Context: an optimization exercise on an open-source flow, tuned for small area and a short achievable clock period. The choices shown serve that exercise and are no tape-out recipe.
Only simulation tests tie the RTL to the original design; equivalence was not proved.
No activity file was given, so power comes from the tool's default toggle rates.

<file path="flow/design.v">
module dot_product_unit (
  input  logic         clk,
  input  logic [263:0] u,
  input  logic [5:0]   nzc,
  output logic [13:0]  d
);
  logic s1;
  logic c2;
  logic s3;
  logic c4;
  logic s5;
  logic c6;
  logic s7;
  logic c8;
  logic s9;
  logic c10;
  logic s11;
  logic c12;
  logic s13;
  logic c14;
  logic s15;
  logic c16;
  logic s17;
  logic c18;
  logic s19;
  logic c20;
  logic s21;
  logic c22;
  logic s23;
  logic c24;
  logic s25;
  logic c26;
  logic s27;
  logic c28;
  logic s29;
  logic c30;
  logic s31;
  logic c32;
  logic s33;
  logic c34;
  logic s35;
  logic c36;
  logic s37;
  logic c38;
  logic s39;
  logic c40;
  logic s41;
  logic c42;
  logic s43;
  logic c44;
  logic s45;
  logic c46;
  logic s47;
  logic c48;
  logic s49;
  logic c50;
  logic s51;
  logic c52;
  logic s53;
  logic c54;
  logic s55;
  logic c56;
  logic s57;
  logic c58;
  logic s59;
  logic c60;
  logic s61;
  logic c62;
  logic s63;
  logic c64;
  logic s65;
  logic c66;
  logic s67;
  logic c68;
  logic s69;
  logic c70;
  logic s71;
  logic c72;
  logic s73;
  logic c74;
  logic s75;
  logic c76;
  logic s77;
  logic c78;
  logic s79;
  logic c80;
  logic s81;
  logic c82;
  logic s83;
  logic c84;
  logic s85;
  logic c86;
  logic s87;
  logic c88;
  logic s89;
  logic c90;
  logic s91;
  logic c92;
  logic s93;
  logic c94;
  logic s95;
  logic c96;
  logic s97;
  logic c98;
  logic s99;
  logic c100;
  logic s101;
  logic c102;
  logic s103;
  logic c104;
  logic s105;
  logic c106;
  logic s107;
  logic c108;
  logic s109;
  logic c110;
  logic s111;
  logic c112;
  logic s113;
  logic c114;
  logic s115;
  logic c116;
  logic s117;
  logic c118;
  logic s119;
  logic c120;
  logic s121;
  logic c122;
  logic s123;
  logic c124;
  logic s125;
  logic c126;
  logic s127;
  logic c128;
  logic s129;
  logic c130;
  logic s131;
  logic c132;
  logic s133;
  logic c134;
  logic s135;
  logic c136;
  logic s137;
  logic c138;
  logic s139;
  logic c140;
  logic s141;
  logic c142;
  logic s143;
  logic c144;
  logic s145;
  logic c146;
  logic s147;
  logic c148;
  logic s149;
  logic c150;
  logic s151;
  logic c152;
  logic s153;
  logic c154;
  logic s155;
  logic c156;
  logic s157;
  logic c158;
  logic s159;
  logic c160;
  logic s161;
  logic c162;
  logic s163;
  logic c164;
  logic s165;
  logic c166;
  logic s167;
  logic c168;
  logic s169;
  logic c170;
  logic s171;
  logic c172;
  logic s173;
  logic c174;
  logic s175;
  logic c176;
  logic s177;
  logic c178;
  logic s179;
  logic c180;
  logic s181;
  logic c182;
  logic s183;
  logic c184;
  logic s185;
  logic c186;
  logic s187;
  logic c188;
  logic s189;
  logic c190;
  logic s191;
  logic c192;
  logic s193;
  logic c194;
  logic s195;
  logic c196;
  logic s197;
  logic c198;
  logic s199;
  logic c200;
  logic s201;
  logic c202;
  logic s203;
  logic c204;
  logic s205;
  logic c206;
  logic s207;
  logic c208;
  logic s209;
  logic c210;
  logic s211;
  logic c212;
  logic s213;
  logic c214;
  logic s215;
  logic c216;
  logic s217;
  logic c218;
  logic s219;
  logic c220;
  logic s221;
  logic c222;
  logic s223;
  logic c224;
  logic s225;
  logic c226;
  logic s227;
  logic c228;
  logic s229;
  logic c230;
  logic s231;
  logic c232;
  logic s233;
  logic c234;
  logic s235;
  logic c236;
  logic s237;
  logic c238;
  logic s239;
  logic c240;
  logic s241;
  logic c242;
  logic s243;
  logic c244;
  logic s245;
  logic c246;
  logic s247;
  logic c248;
  logic s249;
  logic c250;
  logic s251;
  logic c252;
  logic s253;
  logic c254;
  logic s255;
  logic c256;
  logic s257;
  logic c258;
  logic s259;
  logic c260;
  logic s261;
  logic c262;
  logic s263;
  logic c264;
  logic s265;
  logic c266;
  logic s267;
  logic c268;
  logic s269;
  logic c270;
  logic s271;
  logic c272;
  logic s273;
  logic c274;
  logic s275;
  logic c276;
  logic s277;
  logic c278;
  logic s279;
  logic c280;
  logic s281;
  logic c282;
  logic s283;
  logic c284;
  logic s285;
  logic c286;
  logic s287;
  logic c288;
  logic s289;
  logic c290;
  logic s291;
  logic c292;
  logic s293;
  logic c294;
  logic s295;
  logic c296;
  logic s297;
  logic c298;
  logic s299;
  logic c300;
  logic s301;
  logic c302;
  logic s303;
  logic c304;
  logic s305;
  logic c306;
  logic s307;
  logic c308;
  logic s309;
  logic c310;
  logic s311;
  logic c312;
  logic s313;
  logic c314;
  logic s315;
  logic c316;
  logic s317;
  logic c318;
  logic s319;
  logic c320;
  logic s321;
  logic c322;
  logic s323;
  logic c324;
  logic s325;
  logic c326;
  logic s327;
  logic c328;
  logic s329;
  logic c330;
  logic s331;
  logic c332;
  logic s333;
  logic c334;
  logic s335;
  logic c336;
  logic s337;
  logic c338;
  logic s339;
  logic c340;
  logic s341;
  logic c342;
  logic s343;
  logic c344;
  logic s345;
  logic c346;
  logic s347;
  logic c348;
  logic s349;
  logic c350;
  logic s351;
  logic c352;
  logic s353;
  logic c354;
  logic s355;
  logic c356;
  logic s357;
  logic c358;
  logic s359;
  logic c360;
  logic s361;
  logic c362;
  logic s363;
  logic c364;
  logic s365;
  logic c366;
  logic s367;
  logic c368;
  logic s369;
  logic c370;
  logic s371;
  logic c372;
  logic s373;
  logic c374;
  logic s375;
  logic c376;
  logic s377;
  logic c378;
  logic s379;
  logic c380;
  logic s381;
  logic c382;
  logic s383;
  logic c384;
  logic s385;
  logic c386;
  logic s387;
  logic c388;
  logic s389;
  logic c390;
  logic s391;
  logic c392;
  logic s393;
  logic c394;
  logic s395;
  logic c396;
  logic s397;
  logic c398;
  logic s399;
  logic c400;
  logic s401;
  logic c402;
  logic s403;
  logic c404;
  logic s405;
  logic c406;
  logic s407;
  logic c408;
  logic s409;
  logic c410;
  logic s411;
  logic c412;
  logic s413;
  logic c414;
  logic s415;
  logic c416;
  logic s417;
  logic c418;
  logic s419;
  logic c420;
  logic s421;
  logic c422;
  logic s423;
  logic c424;
  logic s425;
  logic c426;
  logic s427;
  logic c428;
  logic s429;
  logic c430;
  logic s431;
  logic c432;
  logic s433;
  logic c434;
  logic s435;
  logic c436;
  logic s437;
  logic c438;
  logic s439;
  logic c440;
  logic s441;
  logic c442;
  logic s443;
  logic c444;
  logic s445;
  logic c446;
  logic s447;
  logic c448;
  logic s449;
  logic c450;
  logic s451;
  logic c452;
  logic s453;
  logic c454;
  logic s455;
  logic c456;
  logic s457;
  logic c458;
  logic s459;
  logic c460;
  logic s461;
  logic c462;
  logic s463;
  logic c464;
  logic s465;
  logic c466;
  logic s467;
  logic c468;
  logic s469;
  logic c470;
  logic s471;
  logic c472;
  logic s473;
  logic c474;
  logic s475;
  logic c476;
  logic s477;
  logic c478;
  logic s479;
  logic c480;
  logic s481;
  logic c482;
  logic s483;
  logic c484;
  logic s485;
  logic c486;
  logic s487;
  logic c488;
  logic s489;
  logic c490;
  logic s491;
  logic c492;
  logic s493;
  logic c494;
  logic s495;
  logic c496;
  logic s497;
  logic c498;
  logic s499;
  logic c500;
  logic s501;
  logic c502;
  logic s503;
  logic c504;
  logic s505;
  logic c506;
  logic s507;
  logic c508;
  logic s509;
  logic c510;
  logic s511;
  logic c512;
  logic s513;
  logic c514;
  logic s515;
  logic c516;
  logic s517;
  logic c518;
  logic s519;
  logic c520;
  logic s521;
  logic c522;
  logic s523;
  logic c524;
  logic s525;
  logic c526;
  logic s527;
  logic c528;
  logic s529;
  logic c530;
  logic s531;
  logic c532;
  logic p0_0;
  logic p0_1;
  logic p0_2;
  logic p0_3;
  logic p0_4;
  logic p0_5;
  logic p1_0;
  logic p1_1;
  logic p1_2;
  logic p1_3;
  logic p1_4;
  logic p1_5;
  logic p2_0;
  logic p2_1;
  logic p2_2;
  logic p2_3;
  logic p2_4;
  logic p2_5;
  logic p3_0;
  logic p3_1;
  logic p3_2;
  logic p3_3;
  logic p3_4;
  logic p3_5;
  logic p4_0;
  logic p4_1;
  logic p4_2;
  logic p4_3;
  logic p4_4;
  logic p4_5;
  logic p5_0;
  logic p5_1;
  logic p5_2;
  logic p5_3;
  logic p5_4;
  logic p5_5;
  logic p6_0;
  logic p6_1;
  logic p6_2;
  logic p6_3;
  logic p6_4;
  logic p6_5;
  logic p7_0;
  logic p7_1;
  logic p7_2;
  logic p7_3;
  logic p7_4;
  logic p7_5;
  logic p8_0;
  logic p8_1;
  logic p8_2;
  logic p8_3;
  logic p8_4;
  logic p8_5;
  logic p9_0;
  logic p9_1;
  logic p9_2;
  logic p9_3;
  logic p9_4;
  logic p9_5;
  logic p10_0;
  logic p10_1;
  logic p10_2;
  logic p10_3;
  assign s1 = u[0] ^ u[8] ^ u[16];
  assign c2 = (u[0] & u[8]) | (u[0] & u[16]) | (u[8] & u[16]);
  assign s3 = u[24] ^ u[32] ^ u[40];
  assign c4 = (u[24] & u[32]) | (u[24] & u[40]) | (u[32] & u[40]);
  assign s5 = u[48] ^ u[56] ^ u[64];
  assign c6 = (u[48] & u[56]) | (u[48] & u[64]) | (u[56] & u[64]);
  assign s7 = u[1] ^ u[9] ^ u[17];
  assign c8 = (u[1] & u[9]) | (u[1] & u[17]) | (u[9] & u[17]);
  assign s9 = u[25] ^ u[33] ^ u[41];
  assign c10 = (u[25] & u[33]) | (u[25] & u[41]) | (u[33] & u[41]);
  assign s11 = u[49] ^ u[57] ^ u[65];
  assign c12 = (u[49] & u[57]) | (u[49] & u[65]) | (u[57] & u[65]);
  assign s13 = u[73] ^ u[81] ^ u[89];
  assign c14 = (u[73] & u[81]) | (u[73] & u[89]) | (u[81] & u[89]);
  assign s15 = u[97] ^ u[105];
  assign c16 = u[97] & u[105];
  assign s17 = u[2] ^ u[10] ^ u[18];
  assign c18 = (u[2] & u[10]) | (u[2] & u[18]) | (u[10] & u[18]);
  assign s19 = u[26] ^ u[34] ^ u[42];
  assign c20 = (u[26] & u[34]) | (u[26] & u[42]) | (u[34] & u[42]);
  assign s21 = u[50] ^ u[58] ^ u[66];
  assign c22 = (u[50] & u[58]) | (u[50] & u[66]) | (u[58] & u[66]);
  assign s23 = u[74] ^ u[82] ^ u[90];
  assign c24 = (u[74] & u[82]) | (u[74] & u[90]) | (u[82] & u[90]);
  assign s25 = u[98] ^ u[106] ^ u[114];
  assign c26 = (u[98] & u[106]) | (u[98] & u[114]) | (u[106] & u[114]);
  assign s27 = u[122] ^ u[130];
  assign c28 = u[122] & u[130];
  assign s29 = u[3] ^ u[11] ^ u[19];
  assign c30 = (u[3] & u[11]) | (u[3] & u[19]) | (u[11] & u[19]);
  assign s31 = u[27] ^ u[35] ^ u[43];
  assign c32 = (u[27] & u[35]) | (u[27] & u[43]) | (u[35] & u[43]);
  assign s33 = u[51] ^ u[59] ^ u[67];
  assign c34 = (u[51] & u[59]) | (u[51] & u[67]) | (u[59] & u[67]);
  assign s35 = u[75] ^ u[83] ^ u[91];
  assign c36 = (u[75] & u[83]) | (u[75] & u[91]) | (u[83] & u[91]);
  assign s37 = u[99] ^ u[107] ^ u[115];
  assign c38 = (u[99] & u[107]) | (u[99] & u[115]) | (u[107] & u[115]);
  assign s39 = u[123] ^ u[131] ^ u[139];
  assign c40 = (u[123] & u[131]) | (u[123] & u[139]) | (u[131] & u[139]);
  assign s41 = u[4] ^ u[12] ^ u[20];
  assign c42 = (u[4] & u[12]) | (u[4] & u[20]) | (u[12] & u[20]);
  assign s43 = u[28] ^ u[36] ^ u[44];
  assign c44 = (u[28] & u[36]) | (u[28] & u[44]) | (u[36] & u[44]);
  assign s45 = u[52] ^ u[60] ^ u[68];
  assign c46 = (u[52] & u[60]) | (u[52] & u[68]) | (u[60] & u[68]);
  assign s47 = u[76] ^ u[84] ^ u[92];
  assign c48 = (u[76] & u[84]) | (u[76] & u[92]) | (u[84] & u[92]);
  assign s49 = u[100] ^ u[108] ^ u[116];
  assign c50 = (u[100] & u[108]) | (u[100] & u[116]) | (u[108] & u[116]);
  assign s51 = u[124] ^ u[132] ^ u[140];
  assign c52 = (u[124] & u[132]) | (u[124] & u[140]) | (u[132] & u[140]);
  assign s53 = u[5] ^ u[13] ^ u[21];
  assign c54 = (u[5] & u[13]) | (u[5] & u[21]) | (u[13] & u[21]);
  assign s55 = u[29] ^ u[37] ^ u[45];
  assign c56 = (u[29] & u[37]) | (u[29] & u[45]) | (u[37] & u[45]);
  assign s57 = u[53] ^ u[61] ^ u[69];
  assign c58 = (u[53] & u[61]) | (u[53] & u[69]) | (u[61] & u[69]);
  assign s59 = u[77] ^ u[85] ^ u[93];
  assign c60 = (u[77] & u[85]) | (u[77] & u[93]) | (u[85] & u[93]);
  assign s61 = u[101] ^ u[109] ^ u[117];
  assign c62 = (u[101] & u[109]) | (u[101] & u[117]) | (u[109] & u[117]);
  assign s63 = u[125] ^ u[133] ^ u[141];
  assign c64 = (u[125] & u[133]) | (u[125] & u[141]) | (u[133] & u[141]);
  assign s65 = u[6] ^ u[14] ^ u[22];
  assign c66 = (u[6] & u[14]) | (u[6] & u[22]) | (u[14] & u[22]);
  assign s67 = u[30] ^ u[38] ^ u[46];
  assign c68 = (u[30] & u[38]) | (u[30] & u[46]) | (u[38] & u[46]);
  assign s69 = u[54] ^ u[62] ^ u[70];
  assign c70 = (u[54] & u[62]) | (u[54] & u[70]) | (u[62] & u[70]);
  assign s71 = u[78] ^ u[86] ^ u[94];
  assign c72 = (u[78] & u[86]) | (u[78] & u[94]) | (u[86] & u[94]);
  assign s73 = u[102] ^ u[110] ^ u[118];
  assign c74 = (u[102] & u[110]) | (u[102] & u[118]) | (u[110] & u[118]);
  assign s75 = u[126] ^ u[134];
  assign c76 = u[126] & u[134];
  assign s77 = u[7] ^ u[15] ^ u[23];
  assign c78 = (u[7] & u[15]) | (u[7] & u[23]) | (u[15] & u[23]);
  assign s79 = u[31] ^ u[39] ^ u[47];
  assign c80 = (u[31] & u[39]) | (u[31] & u[47]) | (u[39] & u[47]);
  assign s81 = u[55] ^ u[63] ^ u[71];
  assign c82 = (u[55] & u[63]) | (u[55] & u[71]) | (u[63] & u[71]);
  assign s83 = u[79] ^ u[87] ^ u[95];
  assign c84 = (u[79] & u[87]) | (u[79] & u[95]) | (u[87] & u[95]);
  assign s85 = u[103] ^ u[111] ^ u[119];
  assign c86 = (u[103] & u[111]) | (u[103] & u[119]) | (u[111] & u[119]);
  assign s87 = u[127] ^ u[135] ^ u[143];
  assign c88 = (u[127] & u[135]) | (u[127] & u[143]) | (u[135] & u[143]);
  assign s89 = s1 ^ s3 ^ s5;
  assign c90 = (s1 & s3) | (s1 & s5) | (s3 & s5);
  assign s91 = u[72] ^ u[80] ^ u[88];
  assign c92 = (u[72] & u[80]) | (u[72] & u[88]) | (u[80] & u[88]);
  assign s93 = u[96] ^ u[104] ^ u[112];
  assign c94 = (u[96] & u[104]) | (u[96] & u[112]) | (u[104] & u[112]);
  assign s95 = u[120] ^ u[128] ^ u[136];
  assign c96 = (u[120] & u[128]) | (u[120] & u[136]) | (u[128] & u[136]);
  assign s97 = u[144] ^ u[152];
  assign c98 = u[144] & u[152];
  assign s99 = c2 ^ c4 ^ c6;
  assign c100 = (c2 & c4) | (c2 & c6) | (c4 & c6);
  assign s101 = s7 ^ s9 ^ s11;
  assign c102 = (s7 & s9) | (s7 & s11) | (s9 & s11);
  assign s103 = s13 ^ s15 ^ u[113];
  assign c104 = (s13 & s15) | (s13 & u[113]) | (s15 & u[113]);
  assign s105 = u[121] ^ u[129] ^ u[137];
  assign c106 = (u[121] & u[129]) | (u[121] & u[137]) | (u[129] & u[137]);
  assign s107 = u[145] ^ u[153] ^ u[161];
  assign c108 = (u[145] & u[153]) | (u[145] & u[161]) | (u[153] & u[161]);
  assign s109 = u[169] ^ u[177] ^ u[185];
  assign c110 = (u[169] & u[177]) | (u[169] & u[185]) | (u[177] & u[185]);
  assign s111 = u[193] ^ u[201] ^ u[209];
  assign c112 = (u[193] & u[201]) | (u[193] & u[209]) | (u[201] & u[209]);
  assign s113 = c8 ^ c10 ^ c12;
  assign c114 = (c8 & c10) | (c8 & c12) | (c10 & c12);
  assign s115 = c14 ^ c16 ^ s17;
  assign c116 = (c14 & c16) | (c14 & s17) | (c16 & s17);
  assign s117 = s19 ^ s21 ^ s23;
  assign c118 = (s19 & s21) | (s19 & s23) | (s21 & s23);
  assign s119 = s25 ^ s27 ^ u[138];
  assign c120 = (s25 & s27) | (s25 & u[138]) | (s27 & u[138]);
  assign s121 = u[146] ^ u[154] ^ u[162];
  assign c122 = (u[146] & u[154]) | (u[146] & u[162]) | (u[154] & u[162]);
  assign s123 = u[170] ^ u[178] ^ u[186];
  assign c124 = (u[170] & u[178]) | (u[170] & u[186]) | (u[178] & u[186]);
  assign s125 = u[194] ^ u[202] ^ u[210];
  assign c126 = (u[194] & u[202]) | (u[194] & u[210]) | (u[202] & u[210]);
  assign s127 = u[218] ^ u[226] ^ u[234];
  assign c128 = (u[218] & u[226]) | (u[218] & u[234]) | (u[226] & u[234]);
  assign s129 = c18 ^ c20 ^ c22;
  assign c130 = (c18 & c20) | (c18 & c22) | (c20 & c22);
  assign s131 = c24 ^ c26 ^ c28;
  assign c132 = (c24 & c26) | (c24 & c28) | (c26 & c28);
  assign s133 = s29 ^ s31 ^ s33;
  assign c134 = (s29 & s31) | (s29 & s33) | (s31 & s33);
  assign s135 = s35 ^ s37 ^ s39;
  assign c136 = (s35 & s37) | (s35 & s39) | (s37 & s39);
  assign s137 = u[147] ^ u[155] ^ u[163];
  assign c138 = (u[147] & u[155]) | (u[147] & u[163]) | (u[155] & u[163]);
  assign s139 = u[171] ^ u[179] ^ u[187];
  assign c140 = (u[171] & u[179]) | (u[171] & u[187]) | (u[179] & u[187]);
  assign s141 = u[195] ^ u[203] ^ u[211];
  assign c142 = (u[195] & u[203]) | (u[195] & u[211]) | (u[203] & u[211]);
  assign s143 = u[219] ^ u[227] ^ u[235];
  assign c144 = (u[219] & u[227]) | (u[219] & u[235]) | (u[227] & u[235]);
  assign s145 = u[243] ^ u[251];
  assign c146 = u[243] & u[251];
  assign s147 = c30 ^ c32 ^ c34;
  assign c148 = (c30 & c32) | (c30 & c34) | (c32 & c34);
  assign s149 = c36 ^ c38 ^ c40;
  assign c150 = (c36 & c38) | (c36 & c40) | (c38 & c40);
  assign s151 = s41 ^ s43 ^ s45;
  assign c152 = (s41 & s43) | (s41 & s45) | (s43 & s45);
  assign s153 = s47 ^ s49 ^ s51;
  assign c154 = (s47 & s49) | (s47 & s51) | (s49 & s51);
  assign s155 = u[148] ^ u[156] ^ u[164];
  assign c156 = (u[148] & u[156]) | (u[148] & u[164]) | (u[156] & u[164]);
  assign s157 = u[172] ^ u[180] ^ u[188];
  assign c158 = (u[172] & u[180]) | (u[172] & u[188]) | (u[180] & u[188]);
  assign s159 = u[196] ^ u[204] ^ u[212];
  assign c160 = (u[196] & u[204]) | (u[196] & u[212]) | (u[204] & u[212]);
  assign s161 = u[220] ^ u[228] ^ u[236];
  assign c162 = (u[220] & u[228]) | (u[220] & u[236]) | (u[228] & u[236]);
  assign s163 = u[244] ^ u[252] ^ u[260];
  assign c164 = (u[244] & u[252]) | (u[244] & u[260]) | (u[252] & u[260]);
  assign s165 = c42 ^ c44 ^ c46;
  assign c166 = (c42 & c44) | (c42 & c46) | (c44 & c46);
  assign s167 = c48 ^ c50 ^ c52;
  assign c168 = (c48 & c50) | (c48 & c52) | (c50 & c52);
  assign s169 = s53 ^ s55 ^ s57;
  assign c170 = (s53 & s55) | (s53 & s57) | (s55 & s57);
  assign s171 = s59 ^ s61 ^ s63;
  assign c172 = (s59 & s61) | (s59 & s63) | (s61 & s63);
  assign s173 = u[149] ^ u[157] ^ u[165];
  assign c174 = (u[149] & u[157]) | (u[149] & u[165]) | (u[157] & u[165]);
  assign s175 = u[173] ^ u[181] ^ u[189];
  assign c176 = (u[173] & u[181]) | (u[173] & u[189]) | (u[181] & u[189]);
  assign s177 = u[197] ^ u[205] ^ u[213];
  assign c178 = (u[197] & u[205]) | (u[197] & u[213]) | (u[205] & u[213]);
  assign s179 = u[221] ^ u[229] ^ u[237];
  assign c180 = (u[221] & u[229]) | (u[221] & u[237]) | (u[229] & u[237]);
  assign s181 = u[245] ^ u[253] ^ u[261];
  assign c182 = (u[245] & u[253]) | (u[245] & u[261]) | (u[253] & u[261]);
  assign s183 = c54 ^ c56 ^ c58;
  assign c184 = (c54 & c56) | (c54 & c58) | (c56 & c58);
  assign s185 = c60 ^ c62 ^ c64;
  assign c186 = (c60 & c62) | (c60 & c64) | (c62 & c64);
  assign s187 = s65 ^ s67 ^ s69;
  assign c188 = (s65 & s67) | (s65 & s69) | (s67 & s69);
  assign s189 = s71 ^ s73 ^ s75;
  assign c190 = (s71 & s73) | (s71 & s75) | (s73 & s75);
  assign s191 = u[142] ^ u[150] ^ u[158];
  assign c192 = (u[142] & u[150]) | (u[142] & u[158]) | (u[150] & u[158]);
  assign s193 = u[166] ^ u[174] ^ u[182];
  assign c194 = (u[166] & u[174]) | (u[166] & u[182]) | (u[174] & u[182]);
  assign s195 = u[190] ^ u[198] ^ u[206];
  assign c196 = (u[190] & u[198]) | (u[190] & u[206]) | (u[198] & u[206]);
  assign s197 = u[214] ^ u[222] ^ u[230];
  assign c198 = (u[214] & u[222]) | (u[214] & u[230]) | (u[222] & u[230]);
  assign s199 = u[238] ^ u[246] ^ u[254];
  assign c200 = (u[238] & u[246]) | (u[238] & u[254]) | (u[246] & u[254]);
  assign s201 = c66 ^ c68 ^ c70;
  assign c202 = (c66 & c68) | (c66 & c70) | (c68 & c70);
  assign s203 = c72 ^ c74 ^ c76;
  assign c204 = (c72 & c74) | (c72 & c76) | (c74 & c76);
  assign s205 = s77 ^ s79 ^ s81;
  assign c206 = (s77 & s79) | (s77 & s81) | (s79 & s81);
  assign s207 = s83 ^ s85 ^ s87;
  assign c208 = (s83 & s85) | (s83 & s87) | (s85 & s87);
  assign s209 = u[151] ^ u[159] ^ u[167];
  assign c210 = (u[151] & u[159]) | (u[151] & u[167]) | (u[159] & u[167]);
  assign s211 = u[175] ^ u[183] ^ u[191];
  assign c212 = (u[175] & u[183]) | (u[175] & u[191]) | (u[183] & u[191]);
  assign s213 = u[199] ^ u[207] ^ u[215];
  assign c214 = (u[199] & u[207]) | (u[199] & u[215]) | (u[207] & u[215]);
  assign s215 = u[223] ^ u[231] ^ u[239];
  assign c216 = (u[223] & u[231]) | (u[223] & u[239]) | (u[231] & u[239]);
  assign s217 = u[247] ^ u[255] ^ u[263];
  assign c218 = (u[247] & u[255]) | (u[247] & u[263]) | (u[255] & u[263]);
  assign s219 = s89 ^ s91 ^ s93;
  assign c220 = (s89 & s91) | (s89 & s93) | (s91 & s93);
  assign s221 = s95 ^ s97 ^ u[160];
  assign c222 = (s95 & s97) | (s95 & u[160]) | (s97 & u[160]);
  assign s223 = u[168] ^ u[176] ^ u[184];
  assign c224 = (u[168] & u[176]) | (u[168] & u[184]) | (u[176] & u[184]);
  assign s225 = c90 ^ c92 ^ c94;
  assign c226 = (c90 & c92) | (c90 & c94) | (c92 & c94);
  assign s227 = c96 ^ c98 ^ s99;
  assign c228 = (c96 & c98) | (c96 & s99) | (c98 & s99);
  assign s229 = s101 ^ s103 ^ s105;
  assign c230 = (s101 & s103) | (s101 & s105) | (s103 & s105);
  assign s231 = s107 ^ s109 ^ s111;
  assign c232 = (s107 & s109) | (s107 & s111) | (s109 & s111);
  assign s233 = u[217] ^ u[225];
  assign c234 = u[217] & u[225];
  assign s235 = c100 ^ c102 ^ c104;
  assign c236 = (c100 & c102) | (c100 & c104) | (c102 & c104);
  assign s237 = c106 ^ c108 ^ c110;
  assign c238 = (c106 & c108) | (c106 & c110) | (c108 & c110);
  assign s239 = c112 ^ s113 ^ s115;
  assign c240 = (c112 & s113) | (c112 & s115) | (s113 & s115);
  assign s241 = s117 ^ s119 ^ s121;
  assign c242 = (s117 & s119) | (s117 & s121) | (s119 & s121);
  assign s243 = s123 ^ s125 ^ s127;
  assign c244 = (s123 & s125) | (s123 & s127) | (s125 & s127);
  assign s245 = u[242] ^ u[250];
  assign c246 = u[242] & u[250];
  assign s247 = c114 ^ c116 ^ c118;
  assign c248 = (c114 & c116) | (c114 & c118) | (c116 & c118);
  assign s249 = c120 ^ c122 ^ c124;
  assign c250 = (c120 & c122) | (c120 & c124) | (c122 & c124);
  assign s251 = c126 ^ c128 ^ s129;
  assign c252 = (c126 & c128) | (c126 & s129) | (c128 & s129);
  assign s253 = s131 ^ s133 ^ s135;
  assign c254 = (s131 & s133) | (s131 & s135) | (s133 & s135);
  assign s255 = s137 ^ s139 ^ s141;
  assign c256 = (s137 & s139) | (s137 & s141) | (s139 & s141);
  assign s257 = s143 ^ s145 ^ u[259];
  assign c258 = (s143 & s145) | (s143 & u[259]) | (s145 & u[259]);
  assign s259 = c130 ^ c132 ^ c134;
  assign c260 = (c130 & c132) | (c130 & c134) | (c132 & c134);
  assign s261 = c136 ^ c138 ^ c140;
  assign c262 = (c136 & c138) | (c136 & c140) | (c138 & c140);
  assign s263 = c142 ^ c144 ^ c146;
  assign c264 = (c142 & c144) | (c142 & c146) | (c144 & c146);
  assign s265 = s147 ^ s149 ^ s151;
  assign c266 = (s147 & s149) | (s147 & s151) | (s149 & s151);
  assign s267 = s153 ^ s155 ^ s157;
  assign c268 = (s153 & s155) | (s153 & s157) | (s155 & s157);
  assign s269 = s159 ^ s161 ^ s163;
  assign c270 = (s159 & s161) | (s159 & s163) | (s161 & s163);
  assign s271 = c148 ^ c150 ^ c152;
  assign c272 = (c148 & c150) | (c148 & c152) | (c150 & c152);
  assign s273 = c154 ^ c156 ^ c158;
  assign c274 = (c154 & c156) | (c154 & c158) | (c156 & c158);
  assign s275 = c160 ^ c162 ^ c164;
  assign c276 = (c160 & c162) | (c160 & c164) | (c162 & c164);
  assign s277 = s165 ^ s167 ^ s169;
  assign c278 = (s165 & s167) | (s165 & s169) | (s167 & s169);
  assign s279 = s171 ^ s173 ^ s175;
  assign c280 = (s171 & s173) | (s171 & s175) | (s173 & s175);
  assign s281 = s177 ^ s179 ^ s181;
  assign c282 = (s177 & s179) | (s177 & s181) | (s179 & s181);
  assign s283 = c166 ^ c168 ^ c170;
  assign c284 = (c166 & c168) | (c166 & c170) | (c168 & c170);
  assign s285 = c172 ^ c174 ^ c176;
  assign c286 = (c172 & c174) | (c172 & c176) | (c174 & c176);
  assign s287 = c178 ^ c180 ^ c182;
  assign c288 = (c178 & c180) | (c178 & c182) | (c180 & c182);
  assign s289 = s183 ^ s185 ^ s187;
  assign c290 = (s183 & s185) | (s183 & s187) | (s185 & s187);
  assign s291 = s189 ^ s191 ^ s193;
  assign c292 = (s189 & s191) | (s189 & s193) | (s191 & s193);
  assign s293 = s195 ^ s197 ^ s199;
  assign c294 = (s195 & s197) | (s195 & s199) | (s197 & s199);
  assign s295 = c184 ^ c186 ^ c188;
  assign c296 = (c184 & c186) | (c184 & c188) | (c186 & c188);
  assign s297 = c190 ^ c192 ^ c194;
  assign c298 = (c190 & c192) | (c190 & c194) | (c192 & c194);
  assign s299 = c196 ^ c198 ^ c200;
  assign c300 = (c196 & c198) | (c196 & c200) | (c198 & c200);
  assign s301 = s201 ^ s203 ^ s205;
  assign c302 = (s201 & s203) | (s201 & s205) | (s203 & s205);
  assign s303 = s207 ^ s209 ^ s211;
  assign c304 = (s207 & s209) | (s207 & s211) | (s209 & s211);
  assign s305 = s213 ^ s215 ^ s217;
  assign c306 = (s213 & s215) | (s213 & s217) | (s215 & s217);
  assign s307 = c202 ^ c204 ^ c206;
  assign c308 = (c202 & c204) | (c202 & c206) | (c204 & c206);
  assign s309 = c208 ^ c210 ^ c212;
  assign c310 = (c208 & c210) | (c208 & c212) | (c210 & c212);
  assign s311 = c214 ^ c216 ^ c218;
  assign c312 = (c214 & c216) | (c214 & c218) | (c216 & c218);
  assign s313 = c78 ^ c80 ^ c82;
  assign c314 = (c78 & c80) | (c78 & c82) | (c80 & c82);
  assign s315 = c84 ^ c86;
  assign c316 = c84 & c86;
  assign s317 = s219 ^ s221 ^ s223;
  assign c318 = (s219 & s221) | (s219 & s223) | (s221 & s223);
  assign s319 = u[192] ^ u[200] ^ u[208];
  assign c320 = (u[192] & u[200]) | (u[192] & u[208]) | (u[200] & u[208]);
  assign s321 = c220 ^ c222 ^ c224;
  assign c322 = (c220 & c222) | (c220 & c224) | (c222 & c224);
  assign s323 = s225 ^ s227 ^ s229;
  assign c324 = (s225 & s227) | (s225 & s229) | (s227 & s229);
  assign s325 = s231 ^ s233 ^ u[233];
  assign c326 = (s231 & s233) | (s231 & u[233]) | (s233 & u[233]);
  assign s327 = c226 ^ c228 ^ c230;
  assign c328 = (c226 & c228) | (c226 & c230) | (c228 & c230);
  assign s329 = c232 ^ c234 ^ s235;
  assign c330 = (c232 & c234) | (c232 & s235) | (c234 & s235);
  assign s331 = s237 ^ s239 ^ s241;
  assign c332 = (s237 & s239) | (s237 & s241) | (s239 & s241);
  assign s333 = s243 ^ s245;
  assign c334 = s243 & s245;
  assign s335 = c236 ^ c238 ^ c240;
  assign c336 = (c236 & c238) | (c236 & c240) | (c238 & c240);
  assign s337 = c242 ^ c244 ^ c246;
  assign c338 = (c242 & c244) | (c242 & c246) | (c244 & c246);
  assign s339 = s247 ^ s249 ^ s251;
  assign c340 = (s247 & s249) | (s247 & s251) | (s249 & s251);
  assign s341 = s253 ^ s255 ^ s257;
  assign c342 = (s253 & s255) | (s253 & s257) | (s255 & s257);
  assign s343 = c248 ^ c250 ^ c252;
  assign c344 = (c248 & c250) | (c248 & c252) | (c250 & c252);
  assign s345 = c254 ^ c256 ^ c258;
  assign c346 = (c254 & c256) | (c254 & c258) | (c256 & c258);
  assign s347 = s259 ^ s261 ^ s263;
  assign c348 = (s259 & s261) | (s259 & s263) | (s261 & s263);
  assign s349 = s265 ^ s267 ^ s269;
  assign c350 = (s265 & s267) | (s265 & s269) | (s267 & s269);
  assign s351 = c260 ^ c262 ^ c264;
  assign c352 = (c260 & c262) | (c260 & c264) | (c262 & c264);
  assign s353 = c266 ^ c268 ^ c270;
  assign c354 = (c266 & c268) | (c266 & c270) | (c268 & c270);
  assign s355 = s271 ^ s273 ^ s275;
  assign c356 = (s271 & s273) | (s271 & s275) | (s273 & s275);
  assign s357 = s277 ^ s279 ^ s281;
  assign c358 = (s277 & s279) | (s277 & s281) | (s279 & s281);
  assign s359 = c272 ^ c274 ^ c276;
  assign c360 = (c272 & c274) | (c272 & c276) | (c274 & c276);
  assign s361 = c278 ^ c280 ^ c282;
  assign c362 = (c278 & c280) | (c278 & c282) | (c280 & c282);
  assign s363 = s283 ^ s285 ^ s287;
  assign c364 = (s283 & s285) | (s283 & s287) | (s285 & s287);
  assign s365 = s289 ^ s291 ^ s293;
  assign c366 = (s289 & s291) | (s289 & s293) | (s291 & s293);
  assign s367 = c284 ^ c286 ^ c288;
  assign c368 = (c284 & c286) | (c284 & c288) | (c286 & c288);
  assign s369 = c290 ^ c292 ^ c294;
  assign c370 = (c290 & c292) | (c290 & c294) | (c292 & c294);
  assign s371 = s295 ^ s297 ^ s299;
  assign c372 = (s295 & s297) | (s295 & s299) | (s297 & s299);
  assign s373 = s301 ^ s303 ^ s305;
  assign c374 = (s301 & s303) | (s301 & s305) | (s303 & s305);
  assign s375 = c296 ^ c298 ^ c300;
  assign c376 = (c296 & c298) | (c296 & c300) | (c298 & c300);
  assign s377 = c302 ^ c304 ^ c306;
  assign c378 = (c302 & c304) | (c302 & c306) | (c304 & c306);
  assign s379 = s307 ^ s309 ^ s311;
  assign c380 = (s307 & s309) | (s307 & s311) | (s309 & s311);
  assign s381 = s313 ^ s315 ^ c88;
  assign c382 = (s313 & s315) | (s313 & c88) | (s315 & c88);
  assign s383 = c308 ^ c310;
  assign c384 = c308 & c310;
  assign s385 = s317 ^ s319 ^ u[216];
  assign c386 = (s317 & s319) | (s317 & u[216]) | (s319 & u[216]);
  assign s387 = u[224] ^ u[232];
  assign c388 = u[224] & u[232];
  assign s389 = c318 ^ c320 ^ s321;
  assign c390 = (c318 & c320) | (c318 & s321) | (c320 & s321);
  assign s391 = s323 ^ s325 ^ u[241];
  assign c392 = (s323 & s325) | (s323 & u[241]) | (s325 & u[241]);
  assign s393 = u[249] ^ u[257];
  assign c394 = u[249] & u[257];
  assign s395 = c322 ^ c324 ^ c326;
  assign c396 = (c322 & c324) | (c322 & c326) | (c324 & c326);
  assign s397 = s327 ^ s329 ^ s331;
  assign c398 = (s327 & s329) | (s327 & s331) | (s329 & s331);
  assign s399 = s333 ^ u[258] ^ nzc[2];
  assign c400 = (s333 & u[258]) | (s333 & nzc[2]) | (u[258] & nzc[2]);
  assign s401 = c328 ^ c330 ^ c332;
  assign c402 = (c328 & c330) | (c328 & c332) | (c330 & c332);
  assign s403 = c334 ^ s335 ^ s337;
  assign c404 = (c334 & s335) | (c334 & s337) | (s335 & s337);
  assign s405 = s339 ^ s341 ^ nzc[3];
  assign c406 = (s339 & s341) | (s339 & nzc[3]) | (s341 & nzc[3]);
  assign s407 = c336 ^ c338 ^ c340;
  assign c408 = (c336 & c338) | (c336 & c340) | (c338 & c340);
  assign s409 = c342 ^ s343 ^ s345;
  assign c410 = (c342 & s343) | (c342 & s345) | (s343 & s345);
  assign s411 = s347 ^ s349 ^ nzc[4];
  assign c412 = (s347 & s349) | (s347 & nzc[4]) | (s349 & nzc[4]);
  assign s413 = c344 ^ c346 ^ c348;
  assign c414 = (c344 & c346) | (c344 & c348) | (c346 & c348);
  assign s415 = c350 ^ s351 ^ s353;
  assign c416 = (c350 & s351) | (c350 & s353) | (s351 & s353);
  assign s417 = s355 ^ s357 ^ nzc[5];
  assign c418 = (s355 & s357) | (s355 & nzc[5]) | (s357 & nzc[5]);
  assign s419 = c352 ^ c354 ^ c356;
  assign c420 = (c352 & c354) | (c352 & c356) | (c354 & c356);
  assign s421 = c358 ^ s359 ^ s361;
  assign c422 = (c358 & s359) | (c358 & s361) | (s359 & s361);
  assign s423 = s363 ^ s365 ^ u[262];
  assign c424 = (s363 & s365) | (s363 & u[262]) | (s365 & u[262]);
  assign s425 = c360 ^ c362 ^ c364;
  assign c426 = (c360 & c362) | (c360 & c364) | (c362 & c364);
  assign s427 = c366 ^ s367 ^ s369;
  assign c428 = (c366 & s367) | (c366 & s369) | (s367 & s369);
  assign s429 = s371 ^ s373 ^ 1'b1;
  assign c430 = (s371 & s373) | (s371 & 1'b1) | (s373 & 1'b1);
  assign s431 = c368 ^ c370 ^ c372;
  assign c432 = (c368 & c370) | (c368 & c372) | (c370 & c372);
  assign s433 = c374 ^ s375 ^ s377;
  assign c434 = (c374 & s375) | (c374 & s377) | (s375 & s377);
  assign s435 = s379 ^ s381 ^ 1'b1;
  assign c436 = (s379 & s381) | (s379 & 1'b1) | (s381 & 1'b1);
  assign s437 = c376 ^ c378 ^ c380;
  assign c438 = (c376 & c378) | (c376 & c380) | (c378 & c380);
  assign s439 = c382 ^ s383 ^ c312;
  assign c440 = (c382 & s383) | (c382 & c312) | (s383 & c312);
  assign s441 = c314 ^ c316 ^ 1'b1;
  assign c442 = (c314 & c316) | (c314 & 1'b1) | (c316 & 1'b1);
  always_ff @(posedge clk) begin
    p0_0 <= s385;
    p0_1 <= s387;
    p0_2 <= u[240];
    p0_3 <= u[248];
    p0_4 <= u[256];
    p0_5 <= nzc[0];
    p1_0 <= c386;
    p1_1 <= c388;
    p1_2 <= s389;
    p1_3 <= s391;
    p1_4 <= s393;
    p1_5 <= nzc[1];
    p2_0 <= c390;
    p2_1 <= c392;
    p2_2 <= c394;
    p2_3 <= s395;
    p2_4 <= s397;
    p2_5 <= s399;
    p3_0 <= c396;
    p3_1 <= c398;
    p3_2 <= c400;
    p3_3 <= s401;
    p3_4 <= s403;
    p3_5 <= s405;
    p4_0 <= c402;
    p4_1 <= c404;
    p4_2 <= c406;
    p4_3 <= s407;
    p4_4 <= s409;
    p4_5 <= s411;
    p5_0 <= c408;
    p5_1 <= c410;
    p5_2 <= c412;
    p5_3 <= s413;
    p5_4 <= s415;
    p5_5 <= s417;
    p6_0 <= c414;
    p6_1 <= c416;
    p6_2 <= c418;
    p6_3 <= s419;
    p6_4 <= s421;
    p6_5 <= s423;
    p7_0 <= c420;
    p7_1 <= c422;
    p7_2 <= c424;
    p7_3 <= s425;
    p7_4 <= s427;
    p7_5 <= s429;
    p8_0 <= c426;
    p8_1 <= c428;
    p8_2 <= c430;
    p8_3 <= s431;
    p8_4 <= s433;
    p8_5 <= s435;
    p9_0 <= c432;
    p9_1 <= c434;
    p9_2 <= c436;
    p9_3 <= s437;
    p9_4 <= s439;
    p9_5 <= s441;
    p10_0 <= c438;
    p10_1 <= c440;
    p10_2 <= c442;
    p10_3 <= c384;
  end
  assign s443 = p0_0 ^ p0_1 ^ p0_2;
  assign c444 = (p0_0 & p0_1) | (p0_0 & p0_2) | (p0_1 & p0_2);
  assign s445 = p1_0 ^ p1_1 ^ p1_2;
  assign c446 = (p1_0 & p1_1) | (p1_0 & p1_2) | (p1_1 & p1_2);
  assign s447 = p1_3 ^ p1_4;
  assign c448 = p1_3 & p1_4;
  assign s449 = p2_0 ^ p2_1 ^ p2_2;
  assign c450 = (p2_0 & p2_1) | (p2_0 & p2_2) | (p2_1 & p2_2);
  assign s451 = p2_3 ^ p2_4 ^ p2_5;
  assign c452 = (p2_3 & p2_4) | (p2_3 & p2_5) | (p2_4 & p2_5);
  assign s453 = p3_0 ^ p3_1 ^ p3_2;
  assign c454 = (p3_0 & p3_1) | (p3_0 & p3_2) | (p3_1 & p3_2);
  assign s455 = p3_3 ^ p3_4 ^ p3_5;
  assign c456 = (p3_3 & p3_4) | (p3_3 & p3_5) | (p3_4 & p3_5);
  assign s457 = p4_0 ^ p4_1 ^ p4_2;
  assign c458 = (p4_0 & p4_1) | (p4_0 & p4_2) | (p4_1 & p4_2);
  assign s459 = p4_3 ^ p4_4 ^ p4_5;
  assign c460 = (p4_3 & p4_4) | (p4_3 & p4_5) | (p4_4 & p4_5);
  assign s461 = p5_0 ^ p5_1 ^ p5_2;
  assign c462 = (p5_0 & p5_1) | (p5_0 & p5_2) | (p5_1 & p5_2);
  assign s463 = p5_3 ^ p5_4 ^ p5_5;
  assign c464 = (p5_3 & p5_4) | (p5_3 & p5_5) | (p5_4 & p5_5);
  assign s465 = p6_0 ^ p6_1 ^ p6_2;
  assign c466 = (p6_0 & p6_1) | (p6_0 & p6_2) | (p6_1 & p6_2);
  assign s467 = p6_3 ^ p6_4 ^ p6_5;
  assign c468 = (p6_3 & p6_4) | (p6_3 & p6_5) | (p6_4 & p6_5);
  assign s469 = p7_0 ^ p7_1 ^ p7_2;
  assign c470 = (p7_0 & p7_1) | (p7_0 & p7_2) | (p7_1 & p7_2);
  assign s471 = p7_3 ^ p7_4 ^ p7_5;
  assign c472 = (p7_3 & p7_4) | (p7_3 & p7_5) | (p7_4 & p7_5);
  assign s473 = p8_0 ^ p8_1 ^ p8_2;
  assign c474 = (p8_0 & p8_1) | (p8_0 & p8_2) | (p8_1 & p8_2);
  assign s475 = p8_3 ^ p8_4 ^ p8_5;
  assign c476 = (p8_3 & p8_4) | (p8_3 & p8_5) | (p8_4 & p8_5);
  assign s477 = p9_0 ^ p9_1 ^ p9_2;
  assign c478 = (p9_0 & p9_1) | (p9_0 & p9_2) | (p9_1 & p9_2);
  assign s479 = p9_3 ^ p9_4 ^ p9_5;
  assign c480 = (p9_3 & p9_4) | (p9_3 & p9_5) | (p9_4 & p9_5);
  assign s481 = p10_0 ^ p10_1 ^ p10_2;
  assign c482 = (p10_0 & p10_1) | (p10_0 & p10_2) | (p10_1 & p10_2);
  assign s483 = p10_3 ^ 1'b1;
  assign c484 = p10_3 & 1'b1;
  assign s485 = s443 ^ p0_3;
  assign c486 = s443 & p0_3;
  assign s487 = c444 ^ s445 ^ s447;
  assign c488 = (c444 & s445) | (c444 & s447) | (s445 & s447);
  assign s489 = c446 ^ c448 ^ s449;
  assign c490 = (c446 & c448) | (c446 & s449) | (c448 & s449);
  assign s491 = c450 ^ c452 ^ s453;
  assign c492 = (c450 & c452) | (c450 & s453) | (c452 & s453);
  assign s493 = c454 ^ c456 ^ s457;
  assign c494 = (c454 & c456) | (c454 & s457) | (c456 & s457);
  assign s495 = c458 ^ c460 ^ s461;
  assign c496 = (c458 & c460) | (c458 & s461) | (c460 & s461);
  assign s497 = c462 ^ c464 ^ s465;
  assign c498 = (c462 & c464) | (c462 & s465) | (c464 & s465);
  assign s499 = c466 ^ c468 ^ s469;
  assign c500 = (c466 & c468) | (c466 & s469) | (c468 & s469);
  assign s501 = c470 ^ c472 ^ s473;
  assign c502 = (c470 & c472) | (c470 & s473) | (c472 & s473);
  assign s503 = c474 ^ c476 ^ s477;
  assign c504 = (c474 & c476) | (c474 & s477) | (c476 & s477);
  assign s505 = c478 ^ c480 ^ s481;
  assign c506 = (c478 & c480) | (c478 & s481) | (c480 & s481);
  assign s507 = c482 ^ c484;
  assign c508 = c482 & c484;
  assign s509 = s485 ^ p0_4;
  assign c510 = s485 & p0_4;
  assign s511 = c486 ^ s487 ^ p1_5;
  assign c512 = (c486 & s487) | (c486 & p1_5) | (s487 & p1_5);
  assign s513 = c488 ^ s489 ^ s451;
  assign c514 = (c488 & s489) | (c488 & s451) | (s489 & s451);
  assign s515 = c490 ^ s491 ^ s455;
  assign c516 = (c490 & s491) | (c490 & s455) | (s491 & s455);
  assign s517 = c492 ^ s493 ^ s459;
  assign c518 = (c492 & s493) | (c492 & s459) | (s493 & s459);
  assign s519 = c494 ^ s495 ^ s463;
  assign c520 = (c494 & s495) | (c494 & s463) | (s495 & s463);
  assign s521 = c496 ^ s497 ^ s467;
  assign c522 = (c496 & s497) | (c496 & s467) | (s497 & s467);
  assign s523 = c498 ^ s499 ^ s471;
  assign c524 = (c498 & s499) | (c498 & s471) | (s499 & s471);
  assign s525 = c500 ^ s501 ^ s475;
  assign c526 = (c500 & s501) | (c500 & s475) | (s501 & s475);
  assign s527 = c502 ^ s503 ^ s479;
  assign c528 = (c502 & s503) | (c502 & s479) | (s503 & s479);
  assign s529 = c504 ^ s505 ^ s483;
  assign c530 = (c504 & s505) | (c504 & s483) | (s505 & s483);
  assign s531 = c506 ^ s507 ^ 1'b1;
  assign c532 = (c506 & s507) | (c506 & 1'b1) | (s507 & 1'b1);
  logic [13:0] opa, opb;
  assign opa = {1'b1, c532, c530, c528, c526, c524, c522, c520, c518, c516, c514, c512, c510, s509};
  assign opb = {1'b0, c508, s531, s529, s527, s525, s523, s521, s519, s517, s515, s513, s511, p0_5};
  assign d = opa + opb;
endmodule
module perceptron_bp (
  input  logic        clk,
  input  logic        rst,
  input  logic [31:0] pc,
  input  logic        predict_en,
  output logic        prediction,
  output logic        prediction_valid,
  output logic [15:0] confidence,
  input  logic        train_en,
  input  logic [31:0] train_pc,
  input  logic        actual_taken,
  input  logic        history_update_en,
  input  logic        branch_taken,
  output logic [15:0] prediction_count,
  output logic [15:0] misprediction_count
);
  localparam int N = 8;
  localparam int ROW = 264;
  logic [2:0] pidx, tidx;
  assign pidx = pc[4:2] ^ pc[12:10] ^ pc[20:18];
  assign tidx = train_pc[4:2] ^ train_pc[12:10] ^ train_pc[20:18];
  logic [13:0] conf;             
  logic        mispredicted, small_conf, should_train;
  assign mispredicted = conf[13] ^ ~actual_taken;    
  assign small_conf   = conf[13] ? (&conf[12:4] & (|conf[3:0])) : ~(|conf[12:4]);
  assign should_train = train_en & (mispredicted | small_conf);
  logic [N-1:0]   v;             
  logic [N-1:0]   wsel;          
  logic [N-1:0]   tsel;          
  logic           pv1, pv2, pvalid;
  logic           at_r;          
  logic           hu_r;          
  logic [32:0]    hx;            
  logic [5:0]     nzc;           
  logic [N-1:0][ROW-1:0] w;      
  logic [15:0]    pcnt, mcnt;
  logic [N-1:0] v_next;
  assign v_next = v | wsel;
  logic [13:0] dsum;
  always_ff @(posedge clk or posedge rst) begin
    if (rst) begin
      v      <= '0;
      wsel   <= '0;
      pv1    <= 1'b0;
      pv2    <= 1'b0;
      pvalid <= 1'b0;
      hu_r   <= 1'b0;
      hx     <= '0;
      nzc    <= 6'd32;
      pcnt   <= '0;
      mcnt   <= '0;
      conf   <= '0;
    end else begin
      v      <= v_next;
      for (int e = 0; e < N; e++) wsel[e] <= should_train & (tidx == e);
      pv1    <= predict_en;
      pv2    <= pv1;
      pvalid <= pv2;
      hu_r   <= history_update_en;
      if (history_update_en) begin
        hx  <= {hx[31:0], branch_taken};
        nzc <= nzc + {5'd0, ~branch_taken} - {5'd0, ~hx[31]};
      end
      if (train_en) begin
        pcnt <= pcnt + 16'd1;
        if (mispredicted) mcnt <= mcnt + 16'd1;
      end
      if (pv2) conf <= dsum;
    end
  end
  always_ff @(posedge clk) begin
    for (int e = 0; e < N; e++)
      tsel[e] <= should_train & (tidx == e) & v_next[e];
    at_r <= actual_taken;
  end
  logic [31:0] hprev;
  assign hprev = hu_r ? hx[32:1] : hx[31:0];
  logic [ROW-1:0] trow;
  always_comb begin
    trow = '0;
    for (int e = 0; e < N; e++)
      trow = trow | ({ROW{tsel[e]}} & w[e]);
  end
  function automatic logic [7:0] step(input logic [7:0] x, input logic up);
    logic [7:0] z;
    logic [7:0] flip;
    logic       sat;
    z = x ^ {8{~up}};
    sat = (z == 8'h7f);
    flip[0] = 1'b1;
    for (int i = 1; i < 8; i++) flip[i] = flip[i-1] & z[i-1];
    step = x ^ (flip & {8{~sat}});
  endfunction
  logic [ROW-1:0] nrow;
  always_comb begin
    for (int k = 0; k < 32; k++)
      nrow[k*8 +: 8] = step(trow[k*8 +: 8], at_r == hprev[k]);
    nrow[256 +: 8] = step(trow[256 +: 8], at_r);
  end
  always_ff @(posedge clk) begin
    for (int e = 0; e < N; e++)
      if (wsel[e]) w[e] <= nrow;
  end
  logic [N-1:0] prsel;
  logic         fwd;
  always_comb begin
    fwd = 1'b0;
    for (int e = 0; e < N; e++) begin
      prsel[e] = (pidx == e) & v[e] & ~wsel[e];
      fwd = fwd | ((pidx == e) & wsel[e]);
    end
  end
  logic [ROW-1:0] prow;
  always_comb begin
    prow = {ROW{fwd}} & nrow;
    for (int e = 0; e < N; e++)
      prow = prow | ({ROW{prsel[e]}} & w[e]);
  end
  logic [ROW-1:0] u, u_r;
  logic [5:0]     nzc_r;
  always_comb begin
    for (int k = 0; k < 32; k++)
      u[k*8 +: 8] = prow[k*8 +: 8] ^ {hx[k], {7{~hx[k]}}};
    u[256 +: 8] = prow[256 +: 8] ^ 8'h80;
  end
  always_ff @(posedge clk) begin
    u_r   <= u;
    nzc_r <= nzc;
  end
  dot_product_unit dp (.clk(clk), .u(u_r), .nzc(nzc_r), .d(dsum));
  assign confidence          = {{2{conf[13]}}, conf};
  assign prediction          = ~conf[13];
  assign prediction_valid    = pvalid;
  assign prediction_count    = pcnt;
  assign misprediction_count = mcnt;
endmodule
</file>
<file path="flow/run.sh">
#!/bin/bash
# synth_recipe.tcl (not shown) runs the flow's synth.tcl, then flattens the netlist and writes it again
# the make line also repeats each setting of config.mk as NAME=value (left out here)
make -C /OpenROAD-flow-scripts/flow DESIGN_CONFIG=/design/flow/config.mk WORK_HOME=/design/flow/orfs CLKGATE_MAP_FILE= SYNTH_SCRIPT=/design/flow/synth_recipe.tcl finish
</file>
<file path="flow/config.mk">
export PLATFORM = sky130hd
export DESIGN_NAME = perceptron_bp
export DESIGN_NICKNAME = perceptron_bp
export VERILOG_FILES = /design/flow/design.v
export SDC_FILE = /design/flow/constraint.sdc
export NUM_CORES = 4
export LEC_CHECK = 0
export ABC_CLOCK_PERIOD_IN_PS = 3000
export CAP_MARGIN = 20
export CORE_MARGIN = 2
export CORE_UTILIZATION = 40
export CTS_CLUSTER_DIAMETER = 100
export CTS_CLUSTER_SIZE = 30
export SETUP_SLACK_MARGIN = 3.5
export SLEW_MARGIN = 20
</file>
<file path="flow/constraint.sdc">
create_clock -name core_clock -period 7.0 [get_ports {clk}]
set_input_delay 1.4000 -clock core_clock [delete_from_list [all_inputs] [get_ports {clk}]]
set_output_delay 1.4000 -clock core_clock [all_outputs]
set_load 0.01 [all_outputs]
</file>
==> run summary <==
==> cells in the mapped netlist, drive strengths merged (85+ instances only) <==
cell type and n:
edfxtp 2112, a22oi 1644, buf 392, inv 387, xor2 381, dfxtp 343, a21oi 340, nand4 303
nand3 286, a22o 272, fa 247, a221oi 243, xnor2 243, clkbuf 214, nor2 157, dfrtp 104
nand2 90, a31oi 85
==> how the worst min path moves through the flow <==
stage	end	slack, ns	cells past startpoint
after floorplan	dp.p0_2	0.31	0
after global placement	dp.p1_5	0.32	0
after detailed placement	dp.p1_5	0.31	0
after CTS	dp.p1_5	0.34	0
after global routing	dp.p1_5	0.35	0
final	dp.p1_5	0.34	0
==> metrics by stage <==
| step | area [um2] | util (%) | setup WS [ns] |
|---|---|---|---|
| finish | 134000 | 45.1 | 3.05 |
| global route | 134000 | 45.1 | 2.95 |
| CTS | 131000 | 44.4 | 3.06 |
| detailed placement | 124000 | 41.8 | 1.99 |
| global placement | 124000 | 41.8 | 2.04 |
| floorplan | 120000 | - | 2.20 |
==> layer usage <==
layer | up-vias | track usage [%] | wire length, um
met5 | - | 0 | 90
met4 | 14 | 12.5 | 21800
met3 | 1136 | 6.25 | 52000
met2 | 6258 | 43.0 | 195000
met1 | 42992 | 35.8 | 161000
li1 | 34137 | - | -
==> worst register-to-register path, cell delays in order (launching register included) <==
cell	delay, ns
dfxtp_2	0.35
fa_1	0.48
fa_1	0.49
inv_1	0.05
fa_1	0.49
inv_2	0.05
fa_2	0.37
a21o_1	0.17
a21o_1	0.17
a21o_1	0.19
a31o_4	0.26
a41oi_4	0.16
nor2b_4	0.23
xnor2_4	0.12
mux2_4	0.28
==> sequential cells by signal (all words and copies together) (netlist names), 6 cells and up <==
register / count
mcnt: 16
u_r: 264
conf: 14
nzc: 6
wsel: 8
v: 8
hx: 33
tsel: 8
nzc_r: 6
pcnt: 16
w: 2112
==> timing repair <==
action,4_1_cts,5_1_grt
buffers inserted,96,80
pin swaps,63,59
resized for setup,326,248
hold buffers,0,0
endpoints found under the setup margin,2378,809
cloned,58,8
==> power by group through the flow <==
stage / sequential, mW / combinational (mW) / clock [mW]
after floorplan: 23.5 / 22.2 / 0
after global placement: 24.2 / 34.6 / 0
after detailed placement: 24.2 / 35.2 / 0
after CTS: 23.9 / 39.4 / 7.67
after global routing: 24.0 / 45.8 / 8.17
final: 23.9 / 42.4 / 7.62
==> cell families after synthesis <==
logic type / Yosys count / share of synthesized area [%]
compound gates: 2874 / 18.2
mux: 106 / 1.21
simple gates: 1149 / 5.68
buf+inv: 993 / 4.14
flops: 2560 / 61.3
fa+ha+maj: 288 / 4.59
xor+xnor: 627 / 4.82
==> cell type report <==
type	instances	area (um2)
sequential	2560	73000
clock inverter	16	188
inverter	387	1460
multi-input combinational	5048	44400
fill	25874	163000
timing repair buffer	469	6860
clock buffer	169	2810
antenna	10	25.0
tap	3939	4930
==> impl_metrics.tcl <==
set metrics [dict create \
    gp_congestion 0.878 \
    cts_max_level 3 \
    worstPathArrival_ns 4.65 \
    synth_cell_types 112 \
    syn_area_mm2 0.119 \
    p_per_area_mw_per_mm2 553 \
    wl_per_cell_um 34.1 \
    slew_violations 0 \
    grt_use_total_pct 27.3 \
    ant_nets 0 \
    viasPerCell 6.71 \
    share_seq_of_total_power_pct 32.3 \
    path_cells "fa_1 -> fa_1 -> inv_1 -> fa_1 -> inv_2 -> fa_2 -> a21o_1 -> a21o_1 -> a21o_1 -> a31o_4 -> a41oi_4 -> nor2b_4 -> xnor2_4 -> mux2_4" \
    final_common_cell "edfxtp_1" \
    cts_tree "yes" \
    power_mw 73.9 \
    fin_cells 12598 \
    drc_errors 0 \
    cp_top_family "adder cells" \
    yosysTopAreaCell "edfxtp_1" \
    layout-drive-gt1-share_pct 15.3 \
    finalSetupViolations 0 \
    fp.dieH_um 549 \
    grt_max_degree 99 \
    clkSinkCount 2560 \
    p_int_mw 40.4 \
    fin_hold_ws_ns 0.340 \
    grt_pass1_vias 82726 \
    cts_buffer_depth 3 \
    outcome "no timing/DRC/antenna violations" \
    io_pins 121 \
    area_delta_synth_final_pct 12.3 \
    fmaxAchievable_ghz 0.253 \
    cp-endpoint "conf[10]" \
    fin_crit_sh_pct 56.4 \
    slowest_delay_ns 0.49 \
    fin_skew_ns 0.0590 \
    p_sw_mw 33.5 \
    vias 84537 \
    firstDrtPassIters 6 \
    dp.cells 12160 \
    reg2reg_from "dp.p1_0" \
    most-common-layout-cells "edfxtp_1, a22oi_1, inv_1" \
    drv_cap 0 \
    ys_top_cells_by_area "edfxtp_1, a22oi_1, dfxtp_1" \
    endpoint_kind "flop" \
    cp.depth 14 \
    drt-initial-drc-count 13848 \
    dp_hpwl_um 207000 \
    clk_latency_ns 0.83 \
    antenna_found_initial 15 \
    ys_ff_latch 2560 \
    rr_endpoint "conf[10]" \
    relSlewSlack_pct 27.6 \
    postSynthCellCount 8597 \
    fin_crit_ns 3.95 \
    crit_path_start "dp.p1_0" \
    avgSynthCellArea_um2 13.8 \
    final_nets 8923 \
    core_area_mm2 0.296 \
    syn_nets 8956 \
    overflow 0 \
    p_leak_nw 43.7 \
    tns_ns 0 \
    clkTransAtPathRegs_ns 0.12 \
    clkPwrFrac_pct 10.3 \
    dieArea_mm2 0.302 \
    routed_wl_um 430000 \
    rrSetupSlack_ns 3.05 \
    yosysTopAreaCellShare_pct 53.3 \
    cp_slowest_cell "fa_1" \
    peakVddDrop_v 0.00146 \
    synthFlopType "edfxtp_1" \
    worstPathMaxFanout 2 \
    io_buffers 74 \
    p_sw_share_pct 45.3 \
    initial_utilization_pct 40.1 \
    setup.worst_path.class "reg -> reg" \
    final_hold_viol_count 0 \
    crit_required_ns 7.71 \
    critPathLaunchType "flop" \
    cts_buffers 98 \
    yosysWarnings 2 \
    cts-root-buf "clkbuf_16" \
    critPathBufInv 2 \
    async_flop_share_pct 4.10 \
    worst_slew_pin_slew_ns 1.09 \
    ff2ff_path_depth 14 \
    hp-class "reg -> reg" \
    synth-edff-count 2112 \
    p_comb_share_pct 57.4 \
    row_count 200 \
    synth-seq-area-share_pct 61.3 \
    rsz0062_at_grt "true" \
    die_x_um 549 \
    grt_first_pass_wirelength_um 600000 \
    hp-start "nzc_r[1]" \
]

static timing again, ports no longer ideal:
No port has a modelled driver above. Below, the same layout with a new extraction and two added sets of constraints. Step 1: set_driving_cell puts a clkbuf_16 on clk and a buf_2 on each other input, an assumption about the parent block. Step 2 adds t to the input delays and takes it off the output delays; t is the mean of the earliest and latest rising clock arrival at the registers after step 1. Input paths then give back, and output paths get back, about the clock's delay inside the block. Three values: ideal, step 1, step 2; two values: the first two.
t, ns: 0.898
slack for setup (ns): 3.054 / 3.054 / 2.612
worst setup path at the end: input to register
After both steps this run still meets setup and hold. The setup slack of this run moves by 0.000 ns with the drivers and by -0.442 ns with both steps.
